Background: an optimization exercise with open tools, aiming at small area. Do not read the settings as production practice.
In this exercise RTL edits were held to simulation tests only and were not proved equivalent to the original.
Power figures rest on the tool's default switching activity, not on a simulated workload.

### design/flow/config.mk
export PLATFORM = sky130hd
export DESIGN_NAME = accel
export DESIGN_NICKNAME = accel
export VERILOG_FILES = /design/flow/design.v
export SDC_FILE = /design/flow/constraint.sdc
export NUM_CORES = 4
export LEC_CHECK = 0
export CAP_MARGIN = 20
export CORE_MARGIN = 2
export CORE_UTILIZATION = 40
export SLEW_MARGIN = 20
### design/flow/design.v
module fa(
input a,input b,input ci, output s, output co
);
reg s_out,c_out;
always @(*)
begin
s_out=a^b^ci;
c_out=a&b|a&ci|b&ci;
end
assign s=s_out;
assign co=c_out;
endmodule
module add20bit_2sComp(
   input 		     [19:0]		A,
	input 		     [19:0]		B,
	input 		         		ci,
	output		     [19:0]		calculate_out
);
wire [19:0] s;
wire [19:0] co;
fa fa0(A[0],B[0],ci,s[0],co[0]);
fa fa1(A[1],B[1],co[0],s[1],co[1]);
fa fa2(A[2],B[2],co[1],s[2],co[2]);
fa fa3(A[3],B[3],co[2],s[3],co[3]);
fa fa4(A[4],B[4],co[3],s[4],co[4]);
fa fa5(A[5],B[5],co[4],s[5],co[5]);
fa fa6(A[6],B[6],co[5],s[6],co[6]);
fa fa7(A[7],B[7],co[6],s[7],co[7]);
fa fa8(A[8],B[8],co[7],s[8],co[8]);
fa fa9(A[9],B[9],co[8],s[9],co[9]);
fa fa10(A[10],B[10],co[9],s[10],co[10]);
fa fa11(A[11],B[11],co[10],s[11],co[11]);
fa fa12(A[12],B[12],co[11],s[12],co[12]);
fa fa13(A[13],B[13],co[12],s[13],co[13]);
fa fa14(A[14],B[14],co[13],s[14],co[14]);
fa fa15(A[15],B[15],co[14],s[15],co[15]);
fa fa16(A[16],B[16],co[15],s[16],co[16]);
fa fa17(A[17],B[17],co[16],s[17],co[17]);
fa fa18(A[18],B[18],co[17],s[18],co[18]);
fa fa19(A[19],B[19],co[18],s[19],co[19]);
assign calculate_out[19:0]=s;
endmodule 
module add_12plus1bit(
   input 		     [11:0]		A,
	input 		     [11:0]		B,
	input 		         		ci,
	output		     [12:0]		calculate_out
);
wire [11:0] s;
wire [11:0] co;
fa fa0(A[0],B[0],ci,s[0],co[0]);
fa fa1(A[1],B[1],co[0],s[1],co[1]);
fa fa2(A[2],B[2],co[1],s[2],co[2]);
fa fa3(A[3],B[3],co[2],s[3],co[3]);
fa fa4(A[4],B[4],co[3],s[4],co[4]);
fa fa5(A[5],B[5],co[4],s[5],co[5]);
fa fa6(A[6],B[6],co[5],s[6],co[6]);
fa fa7(A[7],B[7],co[6],s[7],co[7]);
fa fa8(A[8],B[8],co[7],s[8],co[8]);
fa fa9(A[9],B[9],co[8],s[9],co[9]);
fa fa10(A[10],B[10],co[9],s[10],co[10]);
fa fa11(A[11],B[11],co[10],s[11],co[11]);
assign calculate_out[12:0]={co[11],s};
endmodule 
module edge_detection ( 
input clock, 
input rst_n,
input input_signal, 
output reg rising_transition
);
reg n; 
wire rising_transition_c;
assign rising_transition_c = ~n & input_signal;
always @(posedge clock) begin 
if (!rst_n) begin
n                 <= 1'b0;
rising_transition <= 1'b0;
end
else begin
n                 <= input_signal; 
rising_transition <= rising_transition_c; 
end
end
endmodule
module resolution_count(
input reset_timer,
input clk,
input rst_n,
output res0point01_en
);
localparam RES_CYCLES = 25;
reg [4:0] count, count_c;
always @(reset_timer or count) begin
	if (reset_timer == 1'b1 || count == RES_CYCLES - 1) begin
		count_c = 5'd0;
	end
	else begin
		count_c = count + 5'd1;
	end
end
always @ (posedge clk) begin
	if (!rst_n)
		count <= 5'd0;
	else
		count <= count_c;
end
assign res0point01_en = (count == RES_CYCLES - 1);
endmodule
module ring_counter(
input clk,
input rst_n,
input ring_reset,
input ring_en,
output [9:0] mole_posit
);
reg r1, r2, r3, r4, r5, r6, r7, r8, r9, r10;
wire [9:0] content;
always @ (posedge clk) begin
	if (!rst_n) begin
		{r10, r9, r8, r7, r6, r5, r4, r3, r2, r1} <= 10'b0;
	end
	else begin
	if (ring_en == 1'b1) begin
		r1 <= r10;
		r2 <= r1;
		r3 <= r2;
		r4 <= r3;
		r5 <= r4;
		r6 <= r5;
		r7 <= r6;
		r8 <= r7;
		r9 <= r8;
		r10 <= r9;
	end
	if (ring_reset == 1'b1) begin
	   r1 <= 1'b1;
		r2 <= 1'b0;
		r3 <= 1'b0;
		r4 <= 1'b0;
		r5 <= 1'b0;
		r6 <= 1'b0;
		r7 <= 1'b0;
		r8 <= 1'b0;
		r9 <= 1'b0;
		r10 <= 1'b0;
	end
	end
end
assign content = {r10, r9, r8, r7, r6, r5, r4, r3, r2, r1};
assign mole_posit = content;
endmodule
module small_mem (
input clk,
input [9:0] data_in,
input write_enable,
input [1:0] addr_wr,
input [1:0] addr_rd,
output [9:0] data_out
);
reg [9:0]    mem [0:3];
always @(posedge clk) begin
  if (write_enable == 1'b1) begin 
   mem[addr_wr] <= data_in;
  end 
end
assign data_out = mem[addr_rd];
endmodule 
module timers (
input reset_timer,
input clk,
input rst_n,
input whack,
output [9:0] display_timer,
output reg [9:0] timer_stop,
output timer_0point2_edge,
output timer_1_edge,
output timer_3_edge,
output timer_9point99_edge
);
reg [9:0] count_c, count;
wire res0point01_en;
always @ (*) begin
   count_c = count + 10'd00_01;
	timer_stop = count;
	if (count == 10'd09_99 || whack == 1'b1) begin
		count_c = count;
	end	
end
always @ (posedge clk) begin
   if (!rst_n) begin
		count <= 10'd00_00;
	end
	else begin
   if (res0point01_en == 1'b1) begin
		count <= count_c;
	end
	if (reset_timer == 1'b1) begin
		count <= 10'd00_00;
	end
	end
end
wire timer_0point2, timer_1, timer_3, timer_9point99;
assign timer_0point2 = (count == 10'd00_20);
assign timer_1 = (count == 10'd01_00);
assign timer_3 = (count == 10'd03_00);
assign timer_9point99 = (count == 10'd09_99);
assign display_timer = count;
resolution_count my_res(.reset_timer(reset_timer),.clk(clk),.rst_n(rst_n),.res0point01_en(res0point01_en));
edge_detection edge1(.clock(clk),.rst_n(rst_n),.input_signal(timer_0point2),.rising_transition(timer_0point2_edge));
edge_detection edge2(.clock(clk),.rst_n(rst_n),.input_signal(timer_1),.rising_transition(timer_1_edge));
edge_detection edge3(.clock(clk),.rst_n(rst_n),.input_signal(timer_3),.rising_transition(timer_3_edge));
edge_detection edge4(.clock(clk),.rst_n(rst_n),.input_signal(timer_9point99),.rising_transition(timer_9point99_edge));
endmodule
module remapper(
input [15:0] in,
output reg [9:0] board_posit
);
reg [15:0] abs_in;
reg neg;
always @(*) begin
   board_posit = 10'b00_0000_0000;
	if (in[15] == 1'b1) begin 
		abs_in = (~in) + 16'b0000_0000_0000_0001;
		neg = 1'b1;
	end
	else begin
		abs_in = in;
		neg = 1'b0;
	end
	if (neg == 1'b1 && abs_in >= 16'd00_080) begin
		board_posit = 10'b00_0000_0001;
	end
	if (neg == 1'b1 && abs_in >= 16'd00_060 && abs_in < 16'd00_080) begin
		board_posit = 10'b00_0000_0010;
	end
	if (neg == 1'b1 && abs_in >= 16'd00_040 && abs_in < 16'd00_060) begin
		board_posit = 10'b00_0000_0100;
	end
	if (neg == 1'b1 && abs_in >= 16'd00_020 && abs_in < 16'd00_040) begin
		board_posit = 10'b00_0000_1000;
	end
	if (neg == 1'b1 && abs_in > 16'd00_000 && abs_in < 16'd00_020) begin
		board_posit = 10'b00_0001_0000;
	end
	if (neg == 1'b0 && abs_in >= 16'd00_000 && abs_in <= 16'd00_020) begin
		board_posit = 10'b00_0010_0000;
	end
	if (neg == 1'b0 && abs_in > 16'd00_020 && abs_in <= 16'd00_040) begin
		board_posit = 10'b00_0100_0000;
	end
	if (neg == 1'b0 && abs_in > 16'd00_040 && abs_in <= 16'd00_060) begin
		board_posit = 10'b00_1000_0000;
	end
	if (neg == 1'b0 && abs_in > 16'd00_060 && abs_in <= 16'd00_080) begin
		board_posit = 10'b01_0000_0000;
	end
	if (neg == 1'b0 && abs_in > 16'd00_080) begin
		board_posit = 10'b10_0000_0000;
	end
end
endmodule 
module control7(
input clk,
input rst_n,
input [1:0] KEY,
input [15:0] smooth_out,
output reg init,
output [9:0] LEDR,
output reg [3:0] FSM_state,  
output reg [3:0] game_number,  
output reg [9:0] BCD_in
);
reg [9:0] source1, source2, source3, source4;
reg [9:0] source1_q, source2_q, source3_q, source4_q;
reg [9:0] target_q;
wire [11:0] num1, num2, num3, num4;
reg [12:0] sum;
wire [12:0] calculate_out1, calculate_out2, calculate_out3;
wire [9:0] mole_posit;
reg ring_reset, ring_en;
reg reset_timer;
wire whack;
wire [9:0] time_of_game;
wire timer_0point2, timer_1, timer_3, timer_9point99;
wire [9:0] data_out;
reg [9:0] data_in;
reg [1:0] addr_rd, addr_wr;
reg write_enable;
wire [9:0] board_posit;
wire [9:0] display_timer;
wire reset, bang; 
wire reset_edge, bang_edge;
reg [9:0] LED;
assign reset = ~KEY[1];
assign bang = ~KEY[0];
assign LEDR = LED;
edge_detection my_edge1(.clock(clk),.rst_n(rst_n),.input_signal(reset),.rising_transition(reset_edge));
edge_detection my_edge2(.clock(clk),.rst_n(rst_n),.input_signal(bang),.rising_transition(bang_edge));
reg [3:0] state_c, state;
reg [1:0] count_c, count;  
reg [9:0] target;  
parameter start = 4'h0;
parameter mole = 4'h1;
parameter hammer = 4'h2;
parameter game_ends = 4'h3;
parameter A = 4'h4;
parameter B = 4'h5;
parameter C = 4'h6;
parameter D = 4'h7;
parameter E = 4'h8;
always @(*) begin
	state_c = state;
	count_c  = count;
	reset_timer = 1'b0;
	ring_reset = 1'b0;
	LED = 10'b00_0000_0000;
	init = 1'b0;
	ring_en = 1'b1;
	write_enable = 1'b0;
	game_number = {2'b00, count};
	FSM_state = state;
	target = target_q;
	addr_wr = count;
	addr_rd = count;
	data_in = time_of_game;
	source1 = source1_q;
	source2 = source2_q;
	source3 = source3_q;
	source4 = source4_q;
	BCD_in = display_timer;
	case (state)
		start: begin
			LED = 10'b00_0000_0000;
			init = 1'b1;
			FSM_state = start;
			game_number = count;
			BCD_in = display_timer;
			if (timer_3 == 1'b1) begin
				state_c = mole;
				reset_timer = 1'b1;
			end
		end
		mole: begin
		   ring_en = 1'b0;
			LED = mole_posit[9:0];
			target = mole_posit[9:0];
			FSM_state = mole;
			game_number = count;
			BCD_in = display_timer;
			if (timer_0point2 == 1'b1) begin
				state_c = hammer;
			end		
		end
		hammer: begin
			LED = board_posit;
			FSM_state = hammer;
			game_number = count;
			BCD_in = display_timer;
			if (timer_9point99 == 1'b1 || whack == 1'b1) begin
			   write_enable = 1'b1;
				addr_wr = count;
				data_in = time_of_game;
				state_c = game_ends;
				reset_timer = 1'b1;
			end
		end
		game_ends: begin
			LED = 10'b00_0000_0000;
			FSM_state = game_ends;
			game_number = count;
         addr_rd = count;
         BCD_in = data_out;
			if (timer_3 == 1'b1) begin
				count_c = count + 2'b01;
				reset_timer = 1'b1;
			   if (count == 2'b11) begin
					state_c = A;
				end
				else begin
					state_c = start;
			   end
			end
		end
		A: begin
		   addr_rd = 2'b00;
         game_number = A;
			BCD_in = data_out;
			source1 = data_out;
			FSM_state = A;
			if (timer_3 == 1'b1) begin
				state_c = B;
				reset_timer = 1'b1;
			end		 
		end
		B: begin
			addr_rd = 2'b01;
			game_number = B;
			BCD_in = data_out;
			source2 = data_out;
			FSM_state = B;
			if (timer_3 == 1'b1) begin
				state_c = C;
				reset_timer = 1'b1;
			end
		end
		C: begin
			addr_rd = 2'b10;
			game_number = C;
			BCD_in = data_out;
			source3 = data_out;
			FSM_state = C;
			if (timer_3 == 1'b1) begin
				state_c = D;
				reset_timer = 1'b1;
			end
		end
		D: begin
			addr_rd = 2'b11;
			game_number = D;
			BCD_in = data_out;
			source4 = data_out;
			FSM_state = D;
			if (timer_3 == 1'b1) begin
            state_c = E;
				reset_timer = 1'b1;
			end
		end
		E: begin
			game_number = E;
			BCD_in = sum[9:0];
			FSM_state = E;
			if (timer_3 == 1'b1) begin
				state_c = A;
				reset_timer = 1'b1;
			end		
		end
	endcase
	if (reset == 1'b1) begin
		state_c = start;
		count_c = 2'b00;
		reset_timer = 1'b1;
		ring_reset = 1'b1;
	end
end
assign whack = ((target == board_posit[9:0]) && (bang_edge == 1'b1) );
always @(posedge clk) begin
	if (!rst_n) begin
		state <= start;
		count <= 2'b00;
		target_q <= 10'd0;
		source1_q <= 10'd0;
		source2_q <= 10'd0;
		source3_q <= 10'd0;
		source4_q <= 10'd0;
	end
	else begin
		state <= state_c;
		count <= count_c;
		target_q <= target;
		source1_q <= source1;
		source2_q <= source2;
		source3_q <= source3;
		source4_q <= source4;
	end
end
assign num1 = {{2{1'b0}},source1};
assign num2 = {{2{1'b0}},source2};
assign num3 = {{2{1'b0}},source3};
assign num4 = {{2{1'b0}},source4};
add_12plus1bit my_add1(.A(num1), .B(num2), .ci(1'b0), .calculate_out(calculate_out1));
add_12plus1bit my_add2(.A(calculate_out1), .B(num3), .ci(1'b0), .calculate_out(calculate_out2));
add_12plus1bit my_add3(.A(calculate_out2), .B(num4), .ci(1'b0), .calculate_out(calculate_out3));
always @(*) begin
sum = calculate_out3;
sum = sum >> 2;
end
ring_counter my_ring (.clk(clk),.rst_n(rst_n),.ring_reset(ring_reset),.ring_en(ring_en),.mole_posit(mole_posit));
timers my_timers(.reset_timer(reset_timer),.clk(clk),.rst_n(rst_n),.whack(whack),
.display_timer(display_timer),.timer_stop(time_of_game),.timer_0point2_edge(timer_0point2),
.timer_1_edge(timer_1),.timer_3_edge(timer_3),.timer_9point99_edge(timer_9point99));
small_mem my_mem(.clk(clk),.data_in(data_in),.write_enable(write_enable),.addr_wr(addr_wr),.addr_rd(addr_rd),.data_out(data_out));
remapper my_remapper(.in(smooth_out),.board_posit(board_posit));
endmodule 
module bin2bcd
(
	input wire [9:0] bin,
	output wire [3:0] bcd2,bcd1,bcd0
);
reg [9:0] rem, ones;
reg [3:0] tens, honds;
always @ (*) begin
	if (bin >= 10'd0999)
		begin
		honds = 4'h9;
		rem = 10'd0099; 
		end
	else if (bin >= 10'd0900 && bin < 10'd0999)
	   begin
		honds = 4'h9;
		rem = bin - 10'd0900;
		end
	else if (bin >= 10'd0800 && bin < 10'd0900)
	   begin
		honds = 4'h8;
		rem = bin - 10'd0800;
		end
	else if (bin >= 10'd0700 && bin < 10'd0800)
	   begin
		honds = 4'h7;
		rem = bin - 10'd0700;
		end
	else if (bin >= 10'd0600 && bin < 10'd0700)
	   begin
		honds = 4'h6;
		rem = bin - 10'd0600;
		end
	else if (bin >= 10'd0500 && bin < 10'd0600)
	   begin
		honds = 4'h5;
		rem = bin - 10'd0500;
		end	
	else if (bin >= 10'd0400 && bin < 10'd0500)
	   begin
		honds = 4'h4;
		rem = bin - 10'd0400;
		end
	else if (bin >= 10'd0300 && bin < 10'd0400)
	   begin
		honds = 4'h3;
		rem = bin - 10'd0300;
		end
	else if (bin >= 10'd0200 && bin < 10'd0300)
	   begin
		honds = 4'h2;
		rem = bin - 10'd0200;
		end
	else if (bin >= 10'd0100 && bin < 10'd0200)
	   begin
		honds = 4'h1;
		rem = bin - 10'd0100;
		end
	else 
	   begin
		honds = 4'h0;
		rem = bin;
		end
	if (rem >= 10'd0090)
		begin
		tens = 4'h9;
		ones = rem - 10'd0090;
		end
	else if (rem >= 10'd0080 && rem < 10'd0090)
		begin
		tens = 4'h8;
		ones = rem - 10'd0080;
		end
	else if (rem >= 10'd0070 && rem < 10'd0080)
		begin
		tens = 4'h7;
		ones = rem - 10'd0070;
		end
	else if (rem >= 10'd0060 && rem < 10'd0070)
		begin
		tens = 4'h6;
		ones = rem - 10'd0060;
		end
	else if (rem >= 10'd0050 && rem < 10'd0060)
		begin
		tens = 4'h5;
		ones = rem - 10'd0050;
		end
	else if (rem >= 10'd0040 && rem < 10'd0050)
		begin
		tens = 4'h4;
		ones = rem - 10'd0040;
		end
	else if (rem >= 10'd0030 && rem < 10'd0040)
		begin
		tens = 4'h3;
		ones = rem - 10'd0030;
		end
	else if (rem >= 10'd0020 && rem < 10'd0030)
		begin
		tens = 4'h2;
		ones = rem - 10'd0020;
		end
	else if (rem >= 10'd0010 && rem < 10'd0020)
		begin
		tens = 4'h1;
		ones = rem - 10'd0010;
		end
	else 
		begin
		tens = 4'h0;
		ones = rem;
		end
end
assign bcd0 = ones [3:0];
assign bcd1 = tens;
assign bcd2 = honds;
endmodule 
module seg7(
	output		     [7:0]		HEX0,
	output		     [7:0]		HEX1,
	output		     [7:0]		HEX2,
	output		     [7:0]		HEX3,
	output		     [7:0]		HEX4,
	output		     [7:0]		HEX5,
	input            [9:0]     SW,
	input                      clk,
	input                      init,
	input            [3:0]     FSM_state,  
	input            [3:0]     game_number,  
   input 		     [11:0]		display
);
reg [47:0] out;   
always @(*) begin
	 out [31:24]= 8'b11111111; 
	 case (display [3:0])  
	 4'b0000: begin 
	 out [7:0] = 8'b11000000; 
	 end 
	 4'b0001: begin 
	 out [7:0] = 8'b11111001; 
	 end 
	 4'b0010: begin 
	 out [7:0] = 8'b10100100; 
	 end 
	 4'b0011: begin 
	 out [7:0] = 8'b10110000; 
	 end 
	 4'b0100: begin 
	 out [7:0] = 8'b10011001; 
	 end 
	 4'b0101: begin 
	 out [7:0]= 8'b10010010; 
	 end 
	 4'b0110: begin 
	 out [7:0]= 8'b10000010; 
	 end 
	 4'b0111: begin 
	 out [7:0]= 8'b11111000; 
	 end
	 4'b1000: begin 
	 out [7:0]= 8'b10000000; 
	 end 
	 4'b1001: begin 
	 out [7:0]= 8'b10010000; 
	 end 
	 4'b1010: begin 
	 out [7:0]= 8'b10001000; 
	 end 
	 4'b1011: begin 
	 out [7:0]= 8'b10000011; 
	 end
	 4'b1100: begin 
	 out [7:0]= 8'b11000110; 
	 end 
	 4'b1101: begin 
	 out [7:0]= 8'b10100001; 
	 end 
	 4'b1110: begin 
	 out [7:0]= 8'b10000110; 
	 end 
	 4'b1111: begin 
	 out [7:0]= 8'b10001110; 
	 end
	 default: begin 
	 out [7:0]= 8'b11111111; 
	 end 
	 endcase 
	 case (display [7:4])  
	 4'b0000: begin 
	 out [15:8]= 8'b11000000; 
	 end 
	 4'b0001: begin 
	 out [15:8]= 8'b11111001; 
	 end 
	 4'b0010: begin 
	 out [15:8]= 8'b10100100; 
	 end 
	 4'b0011: begin 
	 out [15:8]= 8'b10110000; 
	 end 
	 4'b0100: begin 
	 out [15:8]= 8'b10011001; 
	 end 
	 4'b0101: begin 
	 out [15:8]= 8'b10010010; 
	 end 
	 4'b0110: begin 
	 out [15:8]= 8'b10000010; 
	 end 
	 4'b0111: begin 
	 out [15:8]= 8'b11111000; 
	 end
	 4'b1000: begin 
	 out [15:8]= 8'b10000000; 
	 end 
	 4'b1001: begin 
	 out [15:8]= 8'b10010000; 
	 end 
	 4'b1010: begin 
	 out [15:8]= 8'b10001000; 
	 end 
	 4'b1011: begin 
	 out [15:8]= 8'b10000011; 
	 end
	 4'b1100: begin 
	 out [15:8]= 8'b11000110; 
	 end 
	 4'b1101: begin 
	 out [15:8]= 8'b10100001; 
	 end 
	 4'b1110: begin 
	 out [15:8]= 8'b10000110; 
	 end 
	 4'b1111: begin 
	 out [15:8]= 8'b10001110; 
	 end
	 default: begin 
	 out [15:8]= 8'b11111111; 
	 end 
	 endcase 
	 case (display [11:8])  
	 4'b0000: begin 
	 out [23:16]= 8'b01000000; 
	 end 
	 4'b0001: begin 
	 out [23:16]= 8'b01111001; 
	 end 
	 4'b0010: begin 
	 out [23:16]= 8'b00100100; 
	 end 
	 4'b0011: begin 
	 out [23:16]= 8'b00110000; 
	 end 
	 4'b0100: begin 
	 out [23:16]= 8'b00011001; 
	 end 
	 4'b0101: begin 
	 out [23:16]= 8'b00010010; 
	 end 
	 4'b0110: begin 
	 out [23:16]= 8'b00000010; 
	 end 
	 4'b0111: begin 
	 out [23:16]= 8'b01111000; 
	 end
	 4'b1000: begin 
	 out [23:16]= 8'b00000000; 
	 end 
	 4'b1001: begin 
	 out [23:16]= 8'b00010000; 
	 end 
	 4'b1010: begin 
	 out [23:16]= 8'b00001000; 
	 end 
	 4'b1011: begin 
	 out [23:16]= 8'b00000011; 
	 end
	 4'b1100: begin 
	 out [23:16]= 8'b01000110; 
	 end 
	 4'b1101: begin 
	 out [23:16]= 8'b00100001; 
	 end 
	 4'b1110: begin 
	 out [23:16]= 8'b00000110; 
	 end 
	 4'b1111: begin 
	 out [23:16]= 8'b00001110; 
	 end
	 default: begin 
	 out [23:16]= 8'b11111111; 
	 end 
	 endcase 
	 case (FSM_state)
	 4'h0: begin out[47:40] = 8'b1111_1001; end
	 4'h1: begin out[47:40] = 8'b1010_0100; end
	 4'h2: begin out[47:40] = 8'b1011_0000; end
	 4'h3: begin out[47:40] = 8'b1001_1001; end
	 4'h4: begin out[47:40] = 8'b1000_1000; end
	 4'h5: begin out[47:40] = 8'b1000_0011; end
	 4'h6: begin out[47:40] = 8'b1100_0110; end
	 4'h7: begin out[47:40] = 8'b1010_0001; end
	 4'h8: begin out[47:40] = 8'b1000_0110; end
	 default: begin out[47:40] = 8'b1111_1111; end
	 endcase
	 case (game_number)
	 4'h0: begin out[39:32] = 8'b1111_1001; end
	 4'h1: begin out[39:32] = 8'b1010_0100; end
	 4'h2: begin out[39:32] = 8'b1011_0000; end
	 4'h3: begin out[39:32] = 8'b1001_1001; end
	 4'h4: begin out[39:32] = 8'b1000_1000; end
	 4'h5: begin out[39:32] = 8'b1000_0011; end
	 4'h6: begin out[39:32] = 8'b1100_0110; end
	 4'h7: begin out[39:32] = 8'b1010_0001; end
	 4'h8: begin out[39:32] = 8'b1000_0110; end
	 default: begin out[39:32] = 8'b1111_1111; end
	 endcase
    if (init == 1'b1) begin 
	 out [7:0] = 8'b1011_1111;
	 out[15:8] = 8'b1011_1111;
	 out[23:16] = 8'b0011_1111;
	 out[31:24] = 8'b1111_1111; 
	 end 	 
	 if (SW[9] == 1'b1) begin
	 out[47:40] = 8'b1111_1111;
	 end
 end 
assign HEX0[7:0]=out[7:0];
assign HEX1[7:0]=out[15:8];
assign HEX2[7:0]=out[23:16];
assign HEX3[7:0]=out[31:24];
assign HEX5[7:0]= out[39:32];
assign HEX4[7:0]= out[47:40];
endmodule
module smooth_filter(
input clk,
input rst_n,
input reset,
input [15:0] in,
input [1:0] SW,
output [15:0] out
);
localparam FILTER_CYCLES = 50;
reg [5:0] count, count_c;
wire en;
always @(reset or count) begin
	if (reset == 1'b1 || count == FILTER_CYCLES - 1) begin
		count_c = 6'd0;
	end
	else begin
		count_c = count + 6'd1;
	end
end
assign en = (count == FILTER_CYCLES - 1);
reg [15:0] r1, r2, r3, r4, r5, r6, r7, r8, r9, r10, r11, r12, r13, r14, r15, r16;
always @ (posedge clk) begin
	if (!rst_n) begin
		count <= 6'd0;
		{r1, r2, r3, r4, r5, r6, r7, r8} <= 128'd0;
		{r9, r10, r11, r12, r13, r14, r15, r16} <= 128'd0;
	end
	else begin
	count <= count_c;
	if (en == 1'b1) begin
		r1 <= in;
		r2 <= r1;
		r3 <= r2;
		r4 <= r3;
		r5 <= r4;
		r6 <= r5;
		r7 <= r6;
		r8 <= r7;
		r9 <= r8;
		r10 <= r9;
		r11 <= r10;
		r12 <= r11;
		r13 <= r12;
		r14 <= r13;
		r15 <= r14;
		r16 <= r15;
	end
	end
end
reg [19:0] sum;
wire [19:0] num1, num2, num3, num4, num5, num6, num7, num8;
wire [19:0] num9, num10, num11, num12, num13, num14, num15, num16;
wire ci=1'b0;
wire [19:0] calculate_out1, calculate_out2, calculate_out3, calculate_out4,
            calculate_out5, calculate_out6, calculate_out7, calculate_out8,
				calculate_out9, calculate_out10, calculate_out11, calculate_out12,
				calculate_out13, calculate_out14, calculate_out15;
assign num1 = {{4{r1[15]}},r1};
assign num2 = {{4{r2[15]}},r2};
assign num3 = {{4{r3[15]}},r3};
assign num4 = {{4{r4[15]}},r4};
assign num5 = {{4{r5[15]}},r5};
assign num6 = {{4{r6[15]}},r6};
assign num7 = {{4{r7[15]}},r7};
assign num8 = {{4{r8[15]}},r8};
assign num9 = {{4{r9[15]}},r9};
assign num10 = {{4{r10[15]}},r10};
assign num11 = {{4{r11[15]}},r11};
assign num12 = {{4{r12[15]}},r12};
assign num13 = {{4{r13[15]}},r13};
assign num14 = {{4{r14[15]}},r14};
assign num15 = {{4{r15[15]}},r15};
assign num16 = {{4{r16[15]}},r16};
always @(*) begin
	sum = num1;
	case (SW[1:0]) 
	2'b00:begin 
		sum = num1;
	end
	2'b01:begin
		sum = calculate_out1;
		sum = sum >> 1; 
	end
	2'b10:begin
		sum = calculate_out3;
		sum = sum >> 2;  
	end
	2'b11:begin
		sum = calculate_out15;
		sum = sum >> 4;  
	end
	endcase 
end
assign out = sum[15:0];
add20bit_2sComp my_adder1 (.A(num1),.B(num2),.ci(ci),.calculate_out(calculate_out1));
add20bit_2sComp my_adder2 (.A(calculate_out1),.B(num3),.ci(ci),.calculate_out(calculate_out2));
add20bit_2sComp my_adder3(.A(calculate_out2),.B(num4),.ci(ci),.calculate_out(calculate_out3));
add20bit_2sComp my_adder4(.A(calculate_out3),.B(num5),.ci(ci),.calculate_out(calculate_out4));
add20bit_2sComp my_adder5 (.A(calculate_out4),.B(num6),.ci(ci),.calculate_out(calculate_out5));
add20bit_2sComp my_adder6(.A(calculate_out5),.B(num7),.ci(ci),.calculate_out(calculate_out6));
add20bit_2sComp my_adder7(.A(calculate_out6),.B(num8),.ci(ci),.calculate_out(calculate_out7));
add20bit_2sComp my_adder8 (.A(calculate_out7),.B(num9),.ci(ci),.calculate_out(calculate_out8));
add20bit_2sComp my_adder9(.A(calculate_out8),.B(num10),.ci(ci),.calculate_out(calculate_out9));
add20bit_2sComp my_adder10(.A(calculate_out9),.B(num11),.ci(ci),.calculate_out(calculate_out10));
add20bit_2sComp my_adder11(.A(calculate_out10),.B(num12),.ci(ci),.calculate_out(calculate_out11));
add20bit_2sComp my_adder12(.A(calculate_out11),.B(num13),.ci(ci),.calculate_out(calculate_out12));
add20bit_2sComp my_adder13(.A(calculate_out12),.B(num14),.ci(ci),.calculate_out(calculate_out13));
add20bit_2sComp my_adder14(.A(calculate_out13),.B(num15),.ci(ci),.calculate_out(calculate_out14));
add20bit_2sComp my_adder15(.A(calculate_out14),.B(num16),.ci(ci),.calculate_out(calculate_out15));
endmodule 
module spi_serdes(
        input                       rst_n,
        input                       reset_n,
        input                       spi_clk,
        input                       spi_clk_out,
        input       [15:0]          data_tx,
        input                       start,
        output                      done,
        output reg  [7:0]           data_rx,
        output                      SPI_SDI,
        input                       SPI_SDO,
        output                      SPI_CSN,
        output                      SPI_CLK
    );
localparam  IDLE = 0;  
localparam WRITE = 1;  
localparam  READ = 2;  
localparam STALL = 3;  
reg [1:0]  state;
reg [3:0]  count;
reg [15:0] data_tx_reg;
reg read;
wire spi_active;
assign spi_active = (state == READ || state == WRITE);
assign SPI_CSN = ~(spi_active || start);
assign SPI_CLK = spi_active ? spi_clk_out : 1'b1;
assign SPI_SDI = (state == WRITE) ? data_tx_reg[count] : 1'b1;
assign done    = (state == STALL);
always @(posedge spi_clk) begin
    if (rst_n == 1'b0) begin
        state       <= IDLE;
        count       <= 4'h0;
        data_tx_reg <= 16'h0;
        read        <= 1'b0;
        data_rx     <= 8'h0;
    end else if (reset_n == 1'b0) begin
        state <= IDLE;
    end else begin
        case (state)
            IDLE : begin
                count <= 4'hf;
                if (start) begin
                    read        <= data_tx[15];
                    data_tx_reg <= data_tx;
                    state       <= WRITE;
                end
            end
            WRITE : begin
                count <= count - 4'b0001;
                if (read && (count == 8)) begin
                    state <= READ;
                end else if (count == 0) begin
                    state <= STALL;
                end
            end
            READ : begin
                count <= count - 4'b0001;
                data_rx <= {data_rx[6:0],SPI_SDO};
                if (count == 0) begin
                    state <= STALL;
                end
            end
            STALL: state <= IDLE;
        endcase
    end
end
endmodule
module spi_control#(
        parameter SPI_CLK_FREQ  = 2_000_000,
        parameter UPDATE_FREQ   = 50
    )(
        input                   rst_n,
        input                   reset_n,
        input                   clk,
        input                   spi_clk,  
        input                   spi_clk_out,
        output                  data_update,
        output [15:0]           data_x,
        output [15:0]           data_y,
        output                  SPI_SDI,
        input                   SPI_SDO,
        output                  SPI_CSN,
        output                  SPI_CLK,
        input [1:0]             interrupt  
    );
localparam TIMECOUNT = SPI_CLK_FREQ / UPDATE_FREQ;
localparam SDI_WIDTH = 16;
localparam SDO_WIDTH = 8;
localparam WRITE_MODE      = 2'b00;
localparam READ_MODE       = 2'b10;
localparam INI_NUMBER      = 4'd11;
localparam   IDLE            = 0;
localparam   TRANSFER        = 1;
localparam   INTERACT        = 2;
localparam   BW_RATE         = 6'h2c;
localparam   POWER_CONTROL   = 6'h2d;
localparam   DATA_FORMAT     = 6'h31;
localparam   INT_ENABLE      = 6'h2E;
localparam   INT_MAP         = 6'h2F;
localparam   THRESH_ACT      = 6'h24;
localparam   THRESH_INACT    = 6'h25;
localparam   TIME_INACT      = 6'h26;
localparam   ACT_INACT_CTL   = 6'h27;
localparam   THRESH_FF       = 6'h28;
localparam   TIME_FF         = 6'h29;
localparam   INT_SOURCE      = 6'h30;  
localparam   X_LB            = 6'h32;  
localparam   X_HB            = 6'h33;  
localparam   Y_LB            = 6'h34;  
localparam   Y_HB            = 6'h35;  
localparam   Z_LB            = 6'h36;  
localparam   Z_HB            = 6'h37;  
reg  [3:0]              init_index;
reg  [SDI_WIDTH-3:0]    write_data;
reg  [SDI_WIDTH-1:0]    data_tx;
reg                     start;
wire                    done;
wire [SDO_WIDTH-1:0]    data_rx;
reg  [1:0]              spi_state;
reg data_update_internal;
reg [1:0] data_update_shift;
reg  [$clog2(TIMECOUNT)-1:0]   sample_count;  
wire sample;
reg [2:0] read_index;
reg [7:0] read_command;
localparam LAST_READ_COMMAND = 4;
reg [7:0] data_storage [3:0];
assign data_x = {data_storage[1], data_storage[0]};
assign data_y = {data_storage[3], data_storage[2]};
spi_serdes serdes (
        .rst_n          (rst_n),
        .reset_n        (reset_n),
        .spi_clk        (spi_clk),
        .spi_clk_out    (spi_clk_out),
        .data_tx        (data_tx),
        .start          (start),
        .done           (done),
        .data_rx        (data_rx),
        .SPI_SDI        (SPI_SDI),
        .SPI_SDO        (SPI_SDO),
        .SPI_CSN        (SPI_CSN),
        .SPI_CLK        (SPI_CLK)
    );
always @ (*) begin
    case (init_index)
        0       : write_data = {THRESH_ACT,     8'h20};
        1       : write_data = {THRESH_INACT,   8'h03};
        2       : write_data = {TIME_INACT,     8'h01};
        3       : write_data = {ACT_INACT_CTL,  8'h7f};
        4       : write_data = {THRESH_FF,      8'h09};
        5       : write_data = {TIME_FF,        8'h46};
        6       : write_data = {BW_RATE,        8'h09};
        7       : write_data = {INT_ENABLE,     8'h10};
        8       : write_data = {INT_MAP,        8'h10};
        9       : write_data = {DATA_FORMAT,    8'h00};
        default : write_data = {POWER_CONTROL,  8'h08};
    endcase
end
always @(*) begin
    case (read_index)
        0 : read_command = {READ_MODE, X_LB};
        1 : read_command = {READ_MODE, X_HB};
        2 : read_command = {READ_MODE, Y_LB};
        3 : read_command = {READ_MODE, Y_HB};
        default : read_command = {READ_MODE, INT_SOURCE};
    endcase
end
assign sample = (sample_count == TIMECOUNT - 1);
always @(posedge spi_clk) begin
    if (!rst_n || !reset_n) begin
        sample_count <= 0;
    end else begin
        if (sample) begin
            sample_count <= 0;
        end else begin
            sample_count <= sample_count + 1'b1;
        end
    end 
end
always@(posedge spi_clk) begin
    if(!rst_n) begin
        init_index              <= 4'b0;
        start                   <= 1'b0;
        spi_state               <= IDLE;
        read_index              <= 0;
        data_update_internal    <= 1'b0;
        data_tx                 <= 16'h0;
        data_storage[0]         <= 8'h0;
        data_storage[1]         <= 8'h0;
        data_storage[2]         <= 8'h0;
        data_storage[3]         <= 8'h0;
    end else if(!reset_n) begin
        init_index              <= 4'b0;
        start                   <= 1'b0;
        spi_state               <= IDLE;
        read_index              <= 0;
        data_update_internal    <= 1'b0;
    end else if(init_index < INI_NUMBER) begin
        case(spi_state)
            IDLE : begin
                data_tx   <= {WRITE_MODE, write_data};
                start     <= 1'b1;
                spi_state <= TRANSFER;
            end
            TRANSFER : begin
                if (done) begin
                    init_index  <= init_index + 4'b1;
                    start       <= 1'b0;
                    spi_state   <= IDLE;
                end
            end
        endcase
     end else begin
        case(spi_state)
            IDLE : begin
                data_update_internal    <= 1'b0;
                read_index              <= 0;
                start                   <= 1'b0;
                if (sample) begin
                    spi_state <= INTERACT;
                end
            end
            INTERACT : begin
                data_tx[15:8] <= read_command;
                if (read_index > 0) begin
                    data_storage[read_index - 1'b1] <= data_rx;
                end
                start <= 1'b1;
                spi_state <= TRANSFER;
            end
            TRANSFER : begin
                if (done) begin
                    start <= 1'b0;
                    if (read_index == LAST_READ_COMMAND) begin
                        data_update_internal <= 1'b1;
                        spi_state   <= IDLE;
                    end else begin
                        read_index  <= read_index + 1'b1;
                        spi_state   <= INTERACT;
                    end
                end
            end
            default: begin
                spi_state <= IDLE;
            end
        endcase
    end
end
always @(posedge clk) begin
    if (!rst_n)
        data_update_shift <= 2'b00;
    else
        data_update_shift <= {data_update_shift[0], data_update_internal};
end
assign data_update = data_update_shift == 2'b01;
endmodule
module accel (
   input                      clk,
   input                      rst_n,
   input                      spi_clk_out,
   output           [7:0]     HEX0,
   output           [7:0]     HEX1,
   output           [7:0]     HEX2,
   output           [7:0]     HEX3,
   output           [7:0]     HEX4,
   output           [7:0]     HEX5,
   input            [1:0]     KEY,
   output           [9:0]     LEDR,
   input            [9:0]     SW,
   output                     GSENSOR_CS_N,
   output                     GSENSOR_SCLK,
   output                     GSENSOR_SDI,
   input                      GSENSOR_SDO
   );
   localparam SPI_CLK_FREQ  = 200;   
   localparam UPDATE_FREQ   = 1;     
   wire reset_n;
   wire data_update;
   wire [15:0] data_x, data_y;
spi_control #(      
      .SPI_CLK_FREQ   (SPI_CLK_FREQ),
      .UPDATE_FREQ    (UPDATE_FREQ))
   spi_ctrl (       
      .rst_n      (rst_n),
      .reset_n    (reset_n),
      .clk        (clk),
      .spi_clk    (clk),
      .spi_clk_out(spi_clk_out),
      .data_update(data_update),
      .data_x     (data_x),
      .data_y     (data_y),
      .SPI_SDI    (GSENSOR_SDI),
      .SPI_SDO    (GSENSOR_SDO),
      .SPI_CSN    (GSENSOR_CS_N),
      .SPI_CLK    (GSENSOR_SCLK),
      .interrupt  (2'b00)
   );
assign reset_n = KEY[0];
wire [3:0] bcd2,bcd1,bcd0;
wire [15:0] smooth_out;
wire res = 1'b0;
wire init;
wire [9:0] BCD_in;
wire [3:0] FSM_state;  
wire [3:0] game_number;  
smooth_filter my_filter(.clk(clk),.rst_n(rst_n),.reset(res),.in(data_x[15:0]),.SW(SW[1:0]),.out(smooth_out));
bin2bcd my_bin2bcd (.bin(BCD_in),.bcd2(bcd2),.bcd1(bcd1),.bcd0(bcd0));
seg7 my_seg7 (.HEX0(HEX0),.HEX1(HEX1),.HEX2(HEX2),.HEX3(HEX3),.HEX4(HEX4),.HEX5(HEX5),.SW(SW),.clk(clk),.init(init),.FSM_state(FSM_state),.game_number(game_number),.display({bcd2,bcd1,bcd0}));
control7 my_control7(.clk(clk),.rst_n(rst_n),.KEY(KEY),.smooth_out(smooth_out),.init(init),.LEDR(LEDR),.FSM_state(FSM_state),.game_number(game_number),.BCD_in(BCD_in));
endmodule
### design/flow/constraint.sdc
create_clock -name core_clock -period 32.0 [get_ports {clk}]
set_input_delay 6.4000 -clock core_clock [delete_from_list [all_inputs] [get_ports {clk}]]
set_output_delay 6.4000 -clock core_clock [all_outputs]
set_load 0.01 [all_outputs]
### design/flow/run.sh
#!/bin/bash
# synth_recipe.tcl (not shown) runs the flow's synth.tcl, then flattens the netlist and writes it again
# the make line also repeats each setting of config.mk as NAME=value (left out here)
make -C /OpenROAD-flow-scripts/flow DESIGN_CONFIG=/design/flow/config.mk WORK_HOME=/design/flow/orfs CLKGATE_MAP_FILE= SYNTH_SCRIPT=/design/flow/synth_recipe.tcl finish
==> impl_metrics.yaml <==
detailed_routing:
  wl_per_cell_um: 16.1
  vias: 22300
  initialDrtViolationCount: 1515
  ant_nets: 0
  drc: 0
  detail_route.first_pass.iterations: 5
  via_per_inst: 5.24
  wl_um: 68400
timing:
  finalSetupTns_ns: 0
  fmax_mhz: 36.4
  finalSetupViolCount: 0
  finalMaxSlewViolations: 0
  clock_skew_ns: 0.0386
  relSlewSlack: 0.279
  fin_crit_ns: 27.49
  finalHoldViolCount: 0
  tightest_slew_ns: 1.07
  post-route-period-util: 0.859
  holdWs_ns: 0.379
  rsz0062_at_grt: "false"
critical_path:
  arrival_ns: 21.09
  cp_max_fo: 15
  r2r_slack_ns: 10.35
  r2r_start: "my_filter.r1[0]$_SDFFE_PN0P_"
  r2r_end: "my_control7.my_mem.mem[2][8]$_DFFE_PP_"
  cp.required_ns: 25.60
  critPathLaunchType: "register"
  end_kind: "output pin"
  r2r_cells: 52
  crit_path_frequent_cell: "fa_1"
  crit_path_max_incr_delay_ns: 0.69
  critPathKind: "register to output pin"
  cp_slowest_cell: "o21ai_0"
clocking:
  cts-resized-gates: 0
  insertion_delay_ns: 0.62
  postCtsHoldBufs: 0
  clockBufferDepth: 3
  clk_pin_slew_ns: 0.06
  ctsHtreeMaxLevel: 2
  cts_tree: "done"
  ctsRootBufferMaster: "clkbuf_16"
  cts_buffers: 55
  post_cts_buffers: 0
  cts.sinks: 476
synth:
  synth_cell_type_count: 110
  synth_xor_xnor_area_share: 0.0236
  ys_ff_latch: 476
  async_reset_ff_frac: 0
  yosys_warnings: 15
  synthCells: 3279
  synth-edff-count: 56
  synth_top_area_frac: 0.278
  synthSimpleGateAreaFrac: 0.169
  post-synth-top-area-cell: "dfxtp_1"
  synth_area_mm2: 0.0302
  synth.most_common_cell: "nand2_1"
  synth_area_per_cell_um2: 9.22
  synth_compound_area_frac: 0.140
  synth_ff_type: "dfxtp_1"
  ys_seq_area_frac: 0.334
  synthMuxAreaShare: 0.0432
  synthTopCellsByArea: "dfxtp_1, fa_1, nand2_1"
  synth_common_cells: "nand2_1, dfxtp_1, a21oi_1"
  synth_top_family_by_area: "adder cells"
  synthAdderAreaFrac: 0.242
power:
  p_leak_nw: 13.5
  power_density_mw_per_mm2: 38.1
  p_total_w: 0.00127
  irDropWorstVdd_mv: 0.0383
final_layout:
  num_antenna_cells: 0
  nNetsFinal: 3658
  drive_gt1_frac: 0.0597
  finish.utilization: 0.445
  fillCellCount: 7257
  multiInputGateArea_mm2: 0.0188
  area_growth_pct: 9.99
  largest_reg_flops: 40
  regMostFlops: "my_control7.my_mem.mem"
  ff_latch_area_mm2: 0.0101
global_route:
  grt_use_met2: 0.294
  use_met1: 0.248
  grt_pass1_wl_um: 116000
  grt_pass1_vias: 22200
  grt-ovfl-total: 0
  grt_use_total: 0.179
  use_met3: 0.0259
  grt_max_degree: 241
  grt_busiest_layer: "met2"
  antenna_found_initial: 2
floorplanning:
  dieHeight_um: 279
  dieArea_mm2: 0.0778
  coreArea_mm2: 0.0747
  io_pins: 77
  fp-row-count: 100
  die_x_um: 279
  start_util: 0.405
min_path:
  hp-class: "register to register"
  whs_endpoint: "my_control7.my_timers.edge4.rising_transition$_SDFF_PN0_"
  hold_start: "my_control7.my_timers.edge4.n$_SDFF_PN0_"
  hold_depth: 1
place:
  portBuffers: 56
  dpl.hpwl_um: 47900
  gp_congestion: 0.936
status:
  status: "complete, no violations"
run:
  max_cap_viol_count: 0
[layout make-up]
| class | count | share of cell area |
|---|---|---|
| clock buffer | 82 | 0.0488 |
| clock inverter | 20 | 0.00624 |
| inverter | 162 | 0.0185 |
| multi-input combinational | 2465 | 0.564 |
| sequential | 476 | 0.303 |
| tap | 969 | 0.0365 |
| timing repair buffer | 76 | 0.0223 |
[cells in the final DEF, fill, tap and decap left out, drive strengths merged, types with 27 or more instances in the layout]
cell / n
a21oi: 377
and2: 40
and3: 33
clkbuf: 82
clkdlybuf4s50: 56
dfxtp: 420
edfxtp: 56
fa: 297
ha: 109
inv: 164
mux2i: 63
nand2: 719
nand3: 50
nor2: 180
nor3: 27
o21ai: 86
xnor2: 57
[worst max path at each step]
stage                                      start      end  slack [ns]  depth (start not counted)
floorplan           my_filter.r1[0]$_SDFFE_PN0P_  LEDR[1]        6.96                         46
global placement    my_filter.r1[0]$_SDFFE_PN0P_  LEDR[5]        5.19                         47
detailed placement  my_filter.r1[0]$_SDFFE_PN0P_  LEDR[5]        5.01                         47
CTS                 my_filter.r1[0]$_SDFFE_PN0P_  LEDR[5]        4.35                         47
global route        my_filter.r1[0]$_SDFFE_PN0P_  LEDR[6]        3.62                         47
finish              my_filter.r1[0]$_SDFFE_PN0P_  LEDR[6]        4.51                         47
[power breakdown]
group	total (W)	switching, W	internal, W
clock	0.000633	0.000257	0.000375
combinational	0.0000265	0.0000187	0.00000780
sequential	0.000608	0.00000246	0.000606
total	0.00127	0.000278	0.000989
[worst max-delay path, delay by kind of cell (launching register included)]
family                   cells  cell delay [ns]
XOR/XNOR                     5             1.47
AND/OR/NAND/NOR              1             0.20
adder cells (fa/ha/maj)     33            15.74
buffers and inverters        4             1.00
multiplexers                 1             0.68
flip-flops                   1             0.37
AO/OA/AOI/OAI                3             1.01
[stage by stage]
stage	setup slack, ns	instances	instance area [um2]
6_report	4.51	4250	33300
5_1_grt	3.62	4250	33300
4_1_cts	4.35	4249	33200
3_5_place_dp	5.01	4147	31400
3_3_place_gp	5.19	4147	31400
2_1_floorplan	6.96	3290	30300
[layer usage]
| layer | part of all wire | up-vias |
|---|---|---|
| li1 | - | 11000 |
| met1 | 0.46 | 10700 |
| met2 | 0.47 | 463 |
| met3 | 0.049 | 86 |
| met4 | 0.017 | 4 |
| met5 | 0.00038 | - |
[cell families after synthesis]
logic type | after synthesis
AOI/OAI and AO/OA | 691
xor gates and xnor gates | 75
adders and majority gates | 408
buffers and inverters | 349
DFF | 476
muxes | 103
other | 2
and+or+nand+nor | 1175

## afterwards: timing with drivers on the ports
No port has a modelled driver above. Below, the same layout with a new extraction and two added sets of constraints.
Step 1: set_driving_cell puts a clkbuf_16 on clk and a buf_2 on each other input, an assumption about the parent block.
Step 2 adds t to the input delays and takes it off the output delays; t is the mean of the earliest and latest rising clock arrival at the registers after step 1. Input paths then give back, and output paths get back, about the clock's delay inside the block.
Slacks: ideal ports / drivers / drivers and shift; pairs: ideal ports / drivers.
shift t [ns]: 0.663
setup WS [ns]: 4.510 / 4.448 / 5.112
worst slew at a driven data input, ns: 0.05
cell pins on the clock port's net: 1
After both steps setup and hold are still met in this run. For this run, drivers alone change the setup slack by -0.062 ns; drivers and shift together by +0.602 ns.
